What follows belongs to an exercise in optimizing a design on an open flow for small area; a production flow would make more cautious choices.
In this exercise RTL edits were held to simulation tests only and were not proved equivalent to the original.
Power figures rest on the tool's default switching activity, not on a simulated workload.

<file path="flow/run.sh">
#!/bin/bash
# Layout flow: the standard flow (standard.sh, ORFS) with these changes:
#  - after synthesis, combinational cells are set back to drive strength 1
#    (flow/downsize.tcl, run through ORFS's POST_SYNTH_TCL hook);
#  - the port buffers that ORFS inserts on every input and output are buf_1;
#  - clock tree: all 34 registers in one sink cluster, no dummy loads.
# The synthesis itself is the standard synthesis, unchanged.
set -euo pipefail
W=$(pwd)
export POST_SYNTH_TCL="$W/flow/downsize.tcl"
export BUFFER_PORTS_ARGS="-buffer_cell sky130_fd_sc_hd__buf_1"
export CTS_ARGS="-sink_clustering_enable -repair_clock_nets -sink_clustering_size 40 -sink_clustering_max_diameter 200 -dont_use_dummy_load -buf_list sky130_fd_sc_hd__clkbuf_4 -root_buf sky130_fd_sc_hd__clkbuf_4"
bash standard.sh finish > "$W/orfs_flow.log" 2>&1
</file>
<file path="flow/downsize.tcl">
# Sourced by ORFS right after it loads the synthesized netlist (POST_SYNTH_TCL):
# every combinational cell that synthesis sized above drive strength 1 is set
# back to its drive-1 variant; the timing repair later in the flow upsizes
# only what the timing needs. Registers and tie cells are left alone.
set n 0
foreach inst [get_cells *] {
  set ref [get_property $inst ref_name]
  if {![regexp {^(sky130_fd_sc_hd__[a-z0-9]+)_([0-9]+)$} $ref -> base sz]} { continue }
  if {$sz <= 1} { continue }
  if {[string match "*__df*" $base] || [string match "*__conb*" $base]} { continue }
  set target ${base}_1
  if {[llength [get_lib_cells -quiet $target]] == 0} { continue }
  replace_cell $inst $target
  incr n
}
puts "downsize: $n cells set to drive strength 1"
</file>
<file path="standard.sh">
#!/bin/bash
# synth_recipe.tcl (not shown) runs the flow's synth.tcl, then flattens the netlist and writes it again
# the make line also repeats each setting of config.mk as NAME=value (left out here)
make -C /OpenROAD-flow-scripts/flow DESIGN_CONFIG=/design/flow/config.mk WORK_HOME=/design/flow/orfs CLKGATE_MAP_FILE= SYNTH_SCRIPT=/design/flow/synth_recipe.tcl "${@:-finish}"
</file>
<file path="config.mk">
export PLATFORM = sky130hd
export DESIGN_NAME = exe_unit_w48
export DESIGN_NICKNAME = exe_unit_w48
export VERILOG_FILES = /design/flow/design.v
export SDC_FILE = /design/flow/constraint.sdc
export NUM_CORES = 4
export LEC_CHECK = 0
export CAP_MARGIN = 0
export CORE_MARGIN = 2
export CORE_UTILIZATION = 40
export PLACE_DENSITY = 0.6
export SLEW_MARGIN = 0
export SYNTH_HIERARCHICAL = 1
</file>
<file path="constraint.sdc">
create_clock -name core_clock -period 7.0 [get_ports {i_clk}]
set_input_delay 1.4000 -clock core_clock [delete_from_list [all_inputs] [get_ports {i_clk}]]
set_output_delay 1.4000 -clock core_clock [all_outputs]
set_load 0.01 [all_outputs]
</file>
<file path="design.v">
module k_a21o(input logic a1, input logic a2, input logic b1, output logic y); assign y = (a1 & a2) | b1; endmodule
module k_a21oi(input logic a1, input logic a2, input logic b1, output logic y); assign y = ~((a1 & a2) | b1); endmodule
module k_a222oi(input logic a1, input logic a2, input logic b1, input logic b2, input logic c1, input logic c2, output logic y); assign y = ~((a1 & a2) | (b1 & b2) | (c1 & c2)); endmodule
module k_and2(input logic a, input logic b, output logic y); assign y = a & b; endmodule
module k_and3(input logic a, input logic b, input logic c, output logic y); assign y = a & b & c; endmodule
module k_inv(input logic a, output logic y); assign y = ~a; endmodule
module k_mux2i(input logic a0, input logic a1, input logic s, output logic y); assign y = ~(s ? a1 : a0); endmodule
module k_nand2(input logic a, input logic b, output logic y); assign y = ~(a & b); endmodule
module k_nand2b(input logic an, input logic b, output logic y); assign y = ~(~an & b); endmodule
module k_nand3(input logic a, input logic b, input logic c, output logic y); assign y = ~(a & b & c); endmodule
module k_nand4(input logic a, input logic b, input logic c, input logic d, output logic y); assign y = ~(a & b & c & d); endmodule
module k_nor2(input logic a, input logic b, output logic y); assign y = ~(a | b); endmodule
module k_nor2b(input logic a, input logic bn, output logic y); assign y = ~(a | ~bn); endmodule
module k_nor3(input logic a, input logic b, input logic c, output logic y); assign y = ~(a | b | c); endmodule
module k_nor3b(input logic a, input logic b, input logic cn, output logic y); assign y = ~(a | b | ~cn); endmodule
module k_nor4(input logic a, input logic b, input logic c, input logic d, output logic y); assign y = ~(a | b | c | d); endmodule
module k_o21a(input logic a1, input logic a2, input logic b1, output logic y); assign y = (a1 | a2) & b1; endmodule
module k_o21ai(input logic a1, input logic a2, input logic b1, output logic y); assign y = ~((a1 | a2) & b1); endmodule
module k_or2(input logic a, input logic b, output logic y); assign y = a | b; endmodule
module k_or3(input logic a, input logic b, input logic c, output logic y); assign y = a | b | c; endmodule
module k_or4(input logic a, input logic b, input logic c, input logic d, output logic y); assign y = a | b | c | d; endmodule
module k_xor2(input logic a, input logic b, output logic y); assign y = a ^ b; endmodule
module k_ha(input logic a, input logic b, output logic s, output logic co); assign s = a ^ b; assign co = a & b; endmodule
module exe_unit_w48 (i_argA, i_argB, i_oper, i_clk, i_rst, o_carry, o_result, o_status, o_error_konw, o_error_ust);
    input  logic        i_clk;
    input  logic        i_rst;
    input  logic [1:0]  i_oper;
    input  logic [31:0] i_argB;
    input  logic [31:0] i_argA;
    output logic [31:0] o_result;
    output logic [3:0]  o_status;
    output logic        o_error_konw;
    output logic        o_error_ust;
    output logic        o_carry;
    logic [31:0] a, b, w;
    logic [1:0]  op;
    logic        err_d, err_q, v_q;
    assign a  = i_argA;
    assign b  = i_argB;
    assign op = i_oper;
    logic t0, g0, t1, g1, t2, g2, t3, g3, t4, g4, t5, g5, t6, g6, t7, g7, t8, g8, t9, g9, t10, g10, t11, g11, t12, g12, t13, g13, t14, g14, t15, g15, t16, g16, t17, g17, t18, g18, t19, g19, t20, g20, t21, g21, t22, g22, t23, g23, t24, g24, t25, g25, t26, g26, t27, g27, t28, g28, t29, g29, t30, g30, t31, g31, n33, n34, n35, n36, n37, n38, n39, n40, n41, n42, n43, n44, n45, n46, n47, n48, n49, n50, n51, n52, n53, n54, n55, n56, n57, n58, n59, n60, n61, n62, n63, n64, n65, n66, n67, n68, n69, n70, n71, n72, n73, n74, n75, n76, n77, n78, n79, n80, n81, n82, n83, n84, n85, n86, n87, n88, n89, n90, n91, n92, n93, n94, n95, n96, n97, n98, n99, n100, n101, n102, n103, n104, n105, n106, n107, n108, n109, n110, n111, n112, n113, n114, n115, n116, n117, n118, n119, n120, n121, n122, n123, n124, n125, n126, n127, n128, n129, n130, n131, n132, n133, n134, n135, n136, n137, n138, n139, n140, n141, n142, n143, n144, n145, n146, n147, n148, n149, n150, n151, n152, n153, n154, n155, n156, n157, n158, n159, n160, n161, n162, n163, n164, n165, n166, n167, n168, n169, n170, n171, n172, n173, n174, n175, n176, n177, n178, n179, n180, n181, n182, n183, n184, n185, n186, n187, n188, n189, n190, n191, n192, n193, n194, n195, n196, n197, n198, n199, n200, n201, n202, n203, n204, n205, n206, n207, n208, n209, n210, n211, n212, n213, n214, n215, n216, n217, n218, n219, n220, n221, n222, n223, n224, n225, n226, n227, n228, n229, n230, n231, n232, n233, n234, n235, n236, n237, n238, n239, n240, n241, n242, n243, n244, n245, n246, n247, n248, n249, n250, n251, n252, n253, n254, n255, n256, n257, n258, n259, n260, n261, n262, n263, n264, n265, n266, n267, n268, n269, n270, n271, n272, n273, n274, n275, n276, n277, n278, n279, n280, n281, n282, n283, n284, n285, n286, n287, n288, n289, n290, n291, n292, n293, n294, n295, n296, n297, n298, n299, n300, n301, n302, n303, n304, n305, n306, n307, n308, n309, n310, n311, n312, n313, n314, n315, n316, n317, n318, n319, n320, n321, n322, n323, n324, n325, n326, n327, n328, n329, n330, n331, n332, n333, n334, n335, n336, n337, n338, n339;
    k_ha u1 (a[0], b[0], t0, g0);
    k_ha u2 (a[1], b[1], t1, g1);
    k_ha u3 (a[2], b[2], t2, g2);
    k_ha u4 (a[3], b[3], t3, g3);
    k_ha u5 (a[4], b[4], t4, g4);
    k_ha u6 (a[5], b[5], t5, g5);
    k_ha u7 (a[6], b[6], t6, g6);
    k_ha u8 (a[7], b[7], t7, g7);
    k_ha u9 (a[8], b[8], t8, g8);
    k_ha u10 (a[9], b[9], t9, g9);
    k_ha u11 (a[10], b[10], t10, g10);
    k_ha u12 (a[11], b[11], t11, g11);
    k_ha u13 (a[12], b[12], t12, g12);
    k_ha u14 (a[13], b[13], t13, g13);
    k_ha u15 (a[14], b[14], t14, g14);
    k_ha u16 (a[15], b[15], t15, g15);
    k_ha u17 (a[16], b[16], t16, g16);
    k_ha u18 (a[17], b[17], t17, g17);
    k_ha u19 (a[18], b[18], t18, g18);
    k_ha u20 (a[19], b[19], t19, g19);
    k_ha u21 (a[20], b[20], t20, g20);
    k_ha u22 (a[21], b[21], t21, g21);
    k_ha u23 (a[22], b[22], t22, g22);
    k_ha u24 (a[23], b[23], t23, g23);
    k_ha u25 (a[24], b[24], t24, g24);
    k_ha u26 (a[25], b[25], t25, g25);
    k_ha u27 (a[26], b[26], t26, g26);
    k_ha u28 (a[27], b[27], t27, g27);
    k_ha u29 (a[28], b[28], t28, g28);
    k_ha u30 (a[29], b[29], t29, g29);
    k_ha u31 (a[30], b[30], t30, g30);
    k_ha u32 (a[31], b[31], t31, g31);
    k_a21oi u33 (t13, g12, g13, n33);
    k_nand2 u34 (t13, t12, n34);
    k_a21oi u35 (t15, g14, g15, n35);
    k_nand2 u36 (t15, t14, n36);
    k_o21ai u37 (n36, n33, n35, n37);
    k_nor2 u38 (n36, n34, n38);
    k_a21oi u39 (t17, g16, g17, n39);
    k_nand2 u40 (t17, t16, n40);
    k_a21oi u41 (t19, g18, g19, n41);
    k_nand2 u42 (t19, t18, n42);
    k_o21ai u43 (n42, n39, n41, n43);
    k_nor2 u44 (n42, n40, n44);
    k_a21oi u45 (t21, g20, g21, n45);
    k_nand2 u46 (t21, t20, n46);
    k_a21oi u47 (t23, g22, g23, n47);
    k_nand2 u48 (t23, t22, n48);
    k_o21ai u49 (n48, n45, n47, n49);
    k_nor2 u50 (n48, n46, n50);
    k_a21oi u51 (t25, g24, g25, n51);
    k_nand2 u52 (t25, t24, n52);
    k_a21oi u53 (t27, g26, g27, n53);
    k_nand2 u54 (t27, t26, n54);
    k_o21ai u55 (n54, n51, n53, n55);
    k_nor2 u56 (n54, n52, n56);
    k_a21oi u57 (t29, g28, g29, n57);
    k_nand2 u58 (t29, t28, n58);
    k_a21oi u59 (t31, g30, g31, n59);
    k_nand2 u60 (t31, t30, n60);
    k_o21ai u61 (n60, n57, n59, n61);
    k_nor2 u62 (n60, n58, n62);
    k_a21o u63 (t1, g0, g1, n63);
    k_a21o u64 (t2, n63, g2, n64);
    k_a21o u65 (t3, n64, g3, n65);
    k_a21o u66 (t4, n65, g4, n66);
    k_a21o u67 (t5, n66, g5, n67);
    k_a21o u68 (t6, n67, g6, n68);
    k_a21o u69 (t7, n68, g7, n69);
    k_a21o u70 (t8, n69, g8, n70);
    k_a21o u71 (t9, n70, g9, n71);
    k_a21o u72 (t10, n71, g10, n72);
    k_a21o u73 (t11, n72, g11, n73);
    k_a21o u74 (n38, n73, n37, n74);
    k_a21o u75 (t12, n73, g12, n75);
    k_a21o u76 (t13, n75, g13, n76);
    k_a21o u77 (t14, n76, g14, n77);
    k_a21o u78 (n44, n74, n43, n78);
    k_a21o u79 (t16, n74, g16, n79);
    k_a21o u80 (t17, n79, g17, n80);
    k_a21o u81 (t18, n80, g18, n81);
    k_a21o u82 (n50, n78, n49, n82);
    k_a21o u83 (t20, n78, g20, n83);
    k_a21o u84 (t21, n83, g21, n84);
    k_a21o u85 (t22, n84, g22, n85);
    k_a21o u86 (n56, n82, n55, n86);
    k_a21o u87 (t24, n82, g24, n87);
    k_a21o u88 (t25, n87, g25, n88);
    k_a21o u89 (t26, n88, g26, n89);
    k_a21o u90 (n62, n86, n61, n90);
    k_a21o u91 (t28, n86, g28, n91);
    k_a21o u92 (t29, n91, g29, n92);
    k_a21o u93 (t30, n92, g30, n93);
    assign o_carry = n90;
    k_and2 u94 (t0, a[0], n94);
    k_mux2i u95 (n94, a[1], t1, n95);
    k_mux2i u96 (n95, b[2], t2, n96);
    k_mux2i u97 (n96, a[3], t3, n97);
    k_mux2i u98 (n97, b[4], t4, n98);
    k_mux2i u99 (n98, a[5], t5, n99);
    k_mux2i u100 (n99, b[6], t6, n100);
    k_mux2i u101 (n100, a[7], t7, n101);
    k_mux2i u102 (n101, b[8], t8, n102);
    k_mux2i u103 (n102, a[9], t9, n103);
    k_mux2i u104 (n103, b[10], t10, n104);
    k_mux2i u105 (n104, a[11], t11, n105);
    k_mux2i u106 (n105, b[12], t12, n106);
    k_mux2i u107 (n106, a[13], t13, n107);
    k_mux2i u108 (n107, b[14], t14, n108);
    k_mux2i u109 (n108, a[15], t15, n109);
    k_mux2i u110 (n109, b[16], t16, n110);
    k_mux2i u111 (n110, a[17], t17, n111);
    k_mux2i u112 (n111, b[18], t18, n112);
    k_mux2i u113 (n112, a[19], t19, n113);
    k_mux2i u114 (n113, b[20], t20, n114);
    k_mux2i u115 (n114, a[21], t21, n115);
    k_mux2i u116 (n115, b[22], t22, n116);
    k_mux2i u117 (n116, a[23], t23, n117);
    k_mux2i u118 (n117, b[24], t24, n118);
    k_mux2i u119 (n118, a[25], t25, n119);
    k_mux2i u120 (n119, b[26], t26, n120);
    k_mux2i u121 (n120, a[27], t27, n121);
    k_and2 u122 (t28, a[28], n122);
    k_mux2i u123 (n122, a[29], t29, n123);
    k_mux2i u124 (n123, b[30], t30, n124);
    k_mux2i u125 (n124, a[31], t31, n125);
    k_or4 u126 (t28, t29, t30, t31, n126);
    k_mux2i u127 (n121, n125, n126, n127);
    k_nor4 u128 (b[5], b[6], b[7], b[8], n128);
    k_nor4 u129 (b[9], b[10], b[11], b[12], n129);
    k_nor4 u130 (b[13], b[14], b[15], b[16], n130);
    k_nor4 u131 (b[17], b[18], b[19], b[20], n131);
    k_nor4 u132 (b[21], b[22], b[23], b[24], n132);
    k_nor4 u133 (b[25], b[26], b[27], b[28], n133);
    k_nor3 u134 (b[29], b[30], b[31], n134);
    k_nand4 u135 (n128, n129, n130, n131, n135);
    k_nand3 u136 (n132, n133, n134, n136);
    k_or2 u137 (n135, n136, n137);
    assign o_error_ust = n137;
    k_or4 u138 (a[0], a[1], a[2], a[3], n138);
    k_or4 u139 (a[4], a[5], a[6], a[7], n139);
    k_or4 u140 (a[8], a[9], a[10], a[11], n140);
    k_or4 u141 (a[12], a[13], a[14], a[15], n141);
    k_or4 u142 (a[16], a[17], a[18], a[19], n142);
    k_or4 u143 (a[20], a[21], a[22], a[23], n143);
    k_or4 u144 (a[24], a[25], a[26], a[27], n144);
    k_or3 u145 (a[28], a[29], a[30], n145);
    k_or4 u146 (n138, n139, n140, n141, n146);
    k_or3 u147 (n146, n142, n143, n147);
    k_or3 u148 (n147, n144, n145, n148);
    k_nor2b u149 (n148, a[31], n149);
    assign o_error_konw = n149;
    k_or2 u150 (n149, n137, n150);
    k_nor2 u151 (op[0], op[1], n151);
    k_nand2b u152 (op[1], op[0], n152);
    k_and3 u153 (op[0], op[1], a[31], n153);
    k_nor3b u154 (op[0], n137, op[1], n154);
    k_and2 u155 (n153, a[0], n155);
    k_o21a u156 (n138, n139, n153, n156);
    k_and2 u157 (n153, n146, n157);
    k_and2 u158 (n153, n147, n158);
    k_a21o u159 (n153, a[1], n155, n159);
    k_a21o u160 (n153, a[2], n159, n160);
    k_a21o u161 (n153, a[3], n160, n161);
    k_a21o u162 (n153, a[4], n161, n162);
    k_a21o u163 (n153, a[5], n162, n163);
    k_a21o u164 (n153, a[6], n163, n164);
    k_a21o u165 (n153, a[8], n156, n165);
    k_a21o u166 (n153, a[9], n165, n166);
    k_a21o u167 (n153, a[10], n166, n167);
    k_a21o u168 (n153, a[11], n167, n168);
    k_a21o u169 (n153, a[12], n168, n169);
    k_a21o u170 (n153, a[13], n169, n170);
    k_a21o u171 (n153, a[14], n170, n171);
    k_a21o u172 (n153, a[16], n157, n172);
    k_a21o u173 (n153, a[17], n172, n173);
    k_a21o u174 (n153, a[18], n173, n174);
    k_a21o u175 (n153, a[19], n174, n175);
    k_a21o u176 (n153, a[20], n175, n176);
    k_a21o u177 (n153, a[21], n176, n177);
    k_a21o u178 (n153, a[22], n177, n178);
    k_a21o u179 (n153, a[24], n158, n179);
    k_a21o u180 (n153, a[25], n179, n180);
    k_a21o u181 (n153, a[26], n180, n181);
    k_a21o u182 (n153, a[27], n181, n182);
    k_a21o u183 (n153, a[28], n182, n183);
    k_a21o u184 (n153, a[29], n183, n184);
    k_inv u185 (b[0], n185);
    k_inv u186 (b[1], n186);
    k_inv u187 (b[2], n187);
    k_inv u188 (b[3], n188);
    k_inv u189 (b[4], n189);
    k_and3 u190 (n185, n186, n154, n190);
    k_and3 u191 (b[0], n186, n154, n191);
    k_and3 u192 (n185, b[1], n154, n192);
    k_and3 u193 (b[0], b[1], n154, n193);
    k_and3 u194 (n187, n188, n189, n194);
    k_and3 u195 (b[2], n188, n189, n195);
    k_and3 u196 (n187, b[3], n189, n196);
    k_and3 u197 (b[2], b[3], n189, n197);
    k_and3 u198 (n187, n188, b[4], n198);
    k_and3 u199 (b[2], n188, b[4], n199);
    k_and3 u200 (n187, b[3], b[4], n200);
    k_and3 u201 (b[2], b[3], b[4], n201);
    k_a222oi u202 (n151, t0, op[1], a[0], n190, n194, n202);
    k_o21ai u203 (n152, n127, n202, n203);
    k_a222oi u204 (n151, t1, op[1], a[1], n191, n194, n204);
    k_a21oi u205 (n151, g0, n155, n205);
    k_xor2 u206 (n204, n205, n206);
    k_a222oi u207 (n151, t2, op[1], a[2], n192, n194, n207);
    k_a21oi u208 (n151, n63, n159, n208);
    k_xor2 u209 (n207, n208, n209);
    k_a222oi u210 (n151, t3, op[1], a[3], n193, n194, n210);
    k_a21oi u211 (n151, n64, n160, n211);
    k_xor2 u212 (n210, n211, n212);
    k_a222oi u213 (n151, t4, op[1], a[4], n190, n195, n213);
    k_a21oi u214 (n151, n65, n161, n214);
    k_xor2 u215 (n213, n214, n215);
    k_a222oi u216 (n151, t5, op[1], a[5], n191, n195, n216);
    k_a21oi u217 (n151, n66, n162, n217);
    k_xor2 u218 (n216, n217, n218);
    k_a222oi u219 (n151, t6, op[1], a[6], n192, n195, n219);
    k_a21oi u220 (n151, n67, n163, n220);
    k_xor2 u221 (n219, n220, n221);
    k_a222oi u222 (n151, t7, op[1], a[7], n193, n195, n222);
    k_a21oi u223 (n151, n68, n164, n223);
    k_xor2 u224 (n222, n223, n224);
    k_a222oi u225 (n151, t8, op[1], a[8], n190, n196, n225);
    k_a21oi u226 (n151, n69, n156, n226);
    k_xor2 u227 (n225, n226, n227);
    k_a222oi u228 (n151, t9, op[1], a[9], n191, n196, n228);
    k_a21oi u229 (n151, n70, n165, n229);
    k_xor2 u230 (n228, n229, n230);
    k_a222oi u231 (n151, t10, op[1], a[10], n192, n196, n231);
    k_a21oi u232 (n151, n71, n166, n232);
    k_xor2 u233 (n231, n232, n233);
    k_a222oi u234 (n151, t11, op[1], a[11], n193, n196, n234);
    k_a21oi u235 (n151, n72, n167, n235);
    k_xor2 u236 (n234, n235, n236);
    k_a222oi u237 (n151, t12, op[1], a[12], n190, n197, n237);
    k_a21oi u238 (n151, n73, n168, n238);
    k_xor2 u239 (n237, n238, n239);
    k_a222oi u240 (n151, t13, op[1], a[13], n191, n197, n240);
    k_a21oi u241 (n151, n75, n169, n241);
    k_xor2 u242 (n240, n241, n242);
    k_a222oi u243 (n151, t14, op[1], a[14], n192, n197, n243);
    k_a21oi u244 (n151, n76, n170, n244);
    k_xor2 u245 (n243, n244, n245);
    k_a222oi u246 (n151, t15, op[1], a[15], n193, n197, n246);
    k_a21oi u247 (n151, n77, n171, n247);
    k_xor2 u248 (n246, n247, n248);
    k_a222oi u249 (n151, t16, op[1], a[16], n190, n198, n249);
    k_a21oi u250 (n151, n74, n157, n250);
    k_xor2 u251 (n249, n250, n251);
    k_a222oi u252 (n151, t17, op[1], a[17], n191, n198, n252);
    k_a21oi u253 (n151, n79, n172, n253);
    k_xor2 u254 (n252, n253, n254);
    k_a222oi u255 (n151, t18, op[1], a[18], n192, n198, n255);
    k_a21oi u256 (n151, n80, n173, n256);
    k_xor2 u257 (n255, n256, n257);
    k_a222oi u258 (n151, t19, op[1], a[19], n193, n198, n258);
    k_a21oi u259 (n151, n81, n174, n259);
    k_xor2 u260 (n258, n259, n260);
    k_a222oi u261 (n151, t20, op[1], a[20], n190, n199, n261);
    k_a21oi u262 (n151, n78, n175, n262);
    k_xor2 u263 (n261, n262, n263);
    k_a222oi u264 (n151, t21, op[1], a[21], n191, n199, n264);
    k_a21oi u265 (n151, n83, n176, n265);
    k_xor2 u266 (n264, n265, n266);
    k_a222oi u267 (n151, t22, op[1], a[22], n192, n199, n267);
    k_a21oi u268 (n151, n84, n177, n268);
    k_xor2 u269 (n267, n268, n269);
    k_a222oi u270 (n151, t23, op[1], a[23], n193, n199, n270);
    k_a21oi u271 (n151, n85, n178, n271);
    k_xor2 u272 (n270, n271, n272);
    k_a222oi u273 (n151, t24, op[1], a[24], n190, n200, n273);
    k_a21oi u274 (n151, n82, n158, n274);
    k_xor2 u275 (n273, n274, n275);
    k_a222oi u276 (n151, t25, op[1], a[25], n191, n200, n276);
    k_a21oi u277 (n151, n87, n179, n277);
    k_xor2 u278 (n276, n277, n278);
    k_a222oi u279 (n151, t26, op[1], a[26], n192, n200, n279);
    k_a21oi u280 (n151, n88, n180, n280);
    k_xor2 u281 (n279, n280, n281);
    k_a222oi u282 (n151, t27, op[1], a[27], n193, n200, n282);
    k_a21oi u283 (n151, n89, n181, n283);
    k_xor2 u284 (n282, n283, n284);
    k_a222oi u285 (n151, t28, op[1], a[28], n190, n201, n285);
    k_a21oi u286 (n151, n86, n182, n286);
    k_xor2 u287 (n285, n286, n287);
    k_a222oi u288 (n151, t29, op[1], a[29], n191, n201, n288);
    k_a21oi u289 (n151, n91, n183, n289);
    k_xor2 u290 (n288, n289, n290);
    k_a222oi u291 (n151, t30, op[1], a[30], n192, n201, n291);
    k_a21oi u292 (n151, n92, n184, n292);
    k_xor2 u293 (n291, n292, n293);
    k_a222oi u294 (n151, t31, op[1], a[31], n193, n201, n294);
    k_nand2 u295 (n151, n93, n295);
    k_xor2 u296 (n294, n295, n296);
    assign w = {n296, n293, n290, n287, n284, n281, n278, n275, n272, n269, n266, n263, n260, n257, n254, n251, n248, n245, n242, n239, n236, n233, n230, n227, n224, n221, n218, n215, n212, n209, n206, n203};
    assign err_d = n150;
    k_xor2 u297 (o_result[0], o_result[1], n297);
    k_xor2 u298 (o_result[2], o_result[3], n298);
    k_xor2 u299 (o_result[4], o_result[5], n299);
    k_xor2 u300 (o_result[6], o_result[7], n300);
    k_xor2 u301 (o_result[8], o_result[9], n301);
    k_xor2 u302 (o_result[10], o_result[11], n302);
    k_xor2 u303 (o_result[12], o_result[13], n303);
    k_xor2 u304 (o_result[14], o_result[15], n304);
    k_xor2 u305 (o_result[16], o_result[17], n305);
    k_xor2 u306 (o_result[18], o_result[19], n306);
    k_xor2 u307 (o_result[20], o_result[21], n307);
    k_xor2 u308 (o_result[22], o_result[23], n308);
    k_xor2 u309 (o_result[24], o_result[25], n309);
    k_xor2 u310 (o_result[26], o_result[27], n310);
    k_xor2 u311 (o_result[28], o_result[29], n311);
    k_xor2 u312 (o_result[30], o_result[31], n312);
    k_xor2 u313 (n297, n298, n313);
    k_xor2 u314 (n299, n300, n314);
    k_xor2 u315 (n301, n302, n315);
    k_xor2 u316 (n303, n304, n316);
    k_xor2 u317 (n305, n306, n317);
    k_xor2 u318 (n307, n308, n318);
    k_xor2 u319 (n309, n310, n319);
    k_xor2 u320 (n311, n312, n320);
    k_xor2 u321 (n313, n314, n321);
    k_xor2 u322 (n315, n316, n322);
    k_xor2 u323 (n317, n318, n323);
    k_xor2 u324 (n319, n320, n324);
    k_xor2 u325 (n321, n322, n325);
    k_xor2 u326 (n323, n324, n326);
    k_xor2 u327 (n325, n326, n327);
    k_xor2 u328 (n327, v_q, n328);
    k_nor4 u329 (o_result[0], o_result[1], o_result[2], o_result[3], n329);
    k_nor4 u330 (o_result[4], o_result[5], o_result[6], o_result[7], n330);
    k_nor4 u331 (o_result[8], o_result[9], o_result[10], o_result[11], n331);
    k_nor4 u332 (o_result[12], o_result[13], o_result[14], o_result[15], n332);
    k_nor4 u333 (o_result[16], o_result[17], o_result[18], o_result[19], n333);
    k_nor4 u334 (o_result[20], o_result[21], o_result[22], o_result[23], n334);
    k_nor4 u335 (o_result[24], o_result[25], o_result[26], o_result[27], n335);
    k_nor4 u336 (o_result[28], o_result[29], o_result[30], o_result[31], n336);
    k_nand4 u337 (n329, n330, n331, n332, n337);
    k_nand4 u338 (n333, n334, n335, n336, n338);
    k_nor3b u339 (n337, n338, v_q, n339);
    assign o_status = {n328, o_result[31], n339, err_q};
    always_ff @(posedge i_clk, posedge i_rst) begin
        if (i_rst) begin
            o_result <= '0;
            err_q    <= 1'b0;
            v_q      <= 1'b0;
        end else begin
            o_result <= w;
            err_q    <= err_d;
            v_q      <= 1'b1;
        end
    end
endmodule
</file>
==> results.txt <==
## flip-flops by register name, indices dropped and copies added (netlist names)
signal / count
err_q: 1
o_result: 32
v_q: 1
## area by class of cell
type / instances / share of cell area [%]
repair buffers: 110 / 10.30
flip-flops and latches: 34 / 20.49
clock buffers: 5 / 0.9039
inverters: 6 / 0.5423
well taps: 108 / 3.254
multi-input cells: 335 / 64.51
## cells in the final DEF (no fill, tap or decap)
cell        n
a21o_1     57
a21oi_1    40
a222oi_1   32
and2_1      5
and3_1     13
buf_1     106
buf_4       4
clkbuf_4    5
conb_1      1
dfrtp_1    34
ha_1       32
inv_1       6
mux2i_1    31
nand2_1    11
nand2b_1    1
nand3_1     1
nand4_1     3
nor2_1      5
nor2_4      1
nor2b_1     1
nor3_1      1
nor3b_1     2
nor4_1     14
o21a_1      1
o21ai_1     6
or2_1       2
or3_1       3
or4_1       9
xor2_1     63
## power groups by stage
stage                     Clock (µW)  Combinational (µW)  Sequential (µW)
after global placement             0                 500              271
after detailed placement           0                 503              273
after global routing             108                 553              274
after floorplan                    0                 353              284
after CTS                       99.6                 504              269
final                           93.0                 502              269
## metal layers
layer	share of wire [%]	GRT usage [%]	routed length (µm)	up-vias
li1	-	-	-	1733
met1	43	29.93	4646	1716
met2	46	36.21	4949	175
met3	8.1	2.434	868	23
met4	2.3	5.479	248	0
met5	0	0	0	-
## path summary, 6_finish.rpt
check | start | endpoint | cells after the start
min | i_rst | o_result[26] | 3
max in group asynchronous | i_rst | v_q | 3
min in group core_clock | i_oper[0] | o_result[0] | 3
max | i_argA[1] | o_carry | 19
## stage by stage
stage                     utilization [%]  total power [µW]  instances
after floorplan                         -             636.8        379
after global placement              47.42             771.5        593
after detailed placement            47.42             775.8        593
after CTS                           47.85             873.2        598
after global routing                47.85             935.5        598
final                               47.85             864.1        598
## worst max-delay path, stage by stage
cell and delay (ps):
buf_1 120, ha_1 350, a21o_1 210, a21o_1 170
a21o_1 170, a21o_1 170, a21o_1 170, a21o_1 170
a21o_1 170, a21o_1 170, a21o_1 170, a21o_1 180
a21o_1 190, a21o_1 190, a21o_1 200, a21o_1 200
a21o_1 210, a21o_1 170, buf_1 120
==> impl_metrics.json <==
{
  "postLayoutCellArea_um2": 4153,
  "yosys_warnings": 7,
  "fin_crit_ps": 6285,
  "clock-sinks": 34,
  "nFillCells": 888,
  "drt_iter0_drc": 373,
  "crit_type": "input pin to output port",
  "place_ws_ps": 755.8,
  "std_cell_rows": 34,
  "multi_input_area_um2": 2679,
  "dieArea_um2": 9670,
  "cts_htree_levels": 2,
  "power.switching_uw": 389.7,
  "grt.total_usage_pct": 21.66,
  "cts_max_path_buffers": 2,
  "pwr-share-seq_pct": 31.1,
  "max-vdd-ir-drop_v": 0.0001210,
  "overflow": 0,
  "cts_tree": "yes",
  "finalCritPeriodShare_pct": 89.79,
  "grt_pass1_vias": 3426,
  "clk_transition_reported_paths_ps": 100,
  "cts_hold_buf": 0,
  "rsz0062_at_grt": "no",
  "ios": 107,
  "io_buffers": 106,
  "num_vias": 3647,
  "syn_nets": 479,
  "maxSlewViolCount": 0,
  "cts-resized-gates": 0,
  "crit_arrival_ps": 4890,
  "critPathLaunchType": "input pin",
  "initial_utilization_pct": 41.02,
  "root_buffer": "clkbuf_4",
  "cts_setup_buffers": 0,
  "antenna_found_initial": 0,
  "antenna_cells": 0,
  "p_comb_share_pct": 58.1,
  "worst_pin_slew_ps": 607.6,
  "power.density_nw_per_um2": 208.1,
  "outcome": "timing/DRC/antenna clean",
  "numCtsBuffers": 5,
  "remaining_drc_errors": 0,
  "totalWireLength_um": 10710,
  "cp_max_fo": 5,
  "relSlewSlack_pct": 59.49,
  "grt_pass1_wl_um": 17120,
  "drtAntennaViolNets": 0,
  "syn_area_um2": 3560,
  "fin_tns_setup_ps": 0,
  "die_x_um": 98.34,
  "cp.required_ps": 5600,
  "gp_congestion": 0.8692,
  "hpwl_um": 8323,
  "syn_inst": 379,
  "regArea_um2": 850.8,
  "setup_viol": 0,
  "syn_to_final_growth_pct": 16.66,
  "core_area_um2": 8678,
  "min_path_type": "input pin to asynchronous set/reset pin",
  "p_int_uw": 474.4,
  "grt_max_degree": 64,
  "max_cap_violations": 0,
  "syn_avg_cell_area_um2": 9.392,
  "dr.pass1.iters": 6,
  "p_sw_share_pct": 45.10,
  "postPlaceCellArea_um2": 4115,
  "final-hold-violation-count": 0,
  "fin_hold_ws_ps": 1117,
  "p_clk_share_pct": 10.8,
  "leakage_uw": 0.002047,
  "nNetsFinal": 592,
  "die_height_um": 98.34,
  "wire_per_inst_um": 17.91,
  "drive_gt1_share_pct": 2.041,
  "setup_slack_ps": 714.6,
  "viasPerCell": 6.099,
  "end_kind": "output port",
  "max_freq_ghz": 0.1591
}

-- separate check: timing with driven ports --
In the flow no input, the clock included, has a driving cell. The finished layout below was timed again as built, in two steps.
Step 1 (the two cells are an assumption about what drives the block):
set clk [get_ports {i_clk}]
set_driving_cell -lib_cell sky130_fd_sc_hd__clkbuf_16 $clk
set_driving_cell -lib_cell sky130_fd_sc_hd__buf_2 [delete_from_list [all_inputs] $clk]
Step 2 also shifts input and output timing later by t, the mid clock arrival at the registers, as if the neighbouring blocks saw the same clock.
a / b / c = no drivers / after step 1 / after step 2; a / b = the first two.
t (ns): 0.352
slack for setup (ns): 0.715 / 0.693 / 0.693
latest minus earliest clock arrival (ns): 0.024 / 0.024
slew at the worst register clock pin (ns): 0.10 / 0.10
cell pins on the clock port's net: 1
After both steps this run still meets setup and hold. The setup slack of this run moves by -0.022 ns with the drivers and by -0.022 ns with both steps.
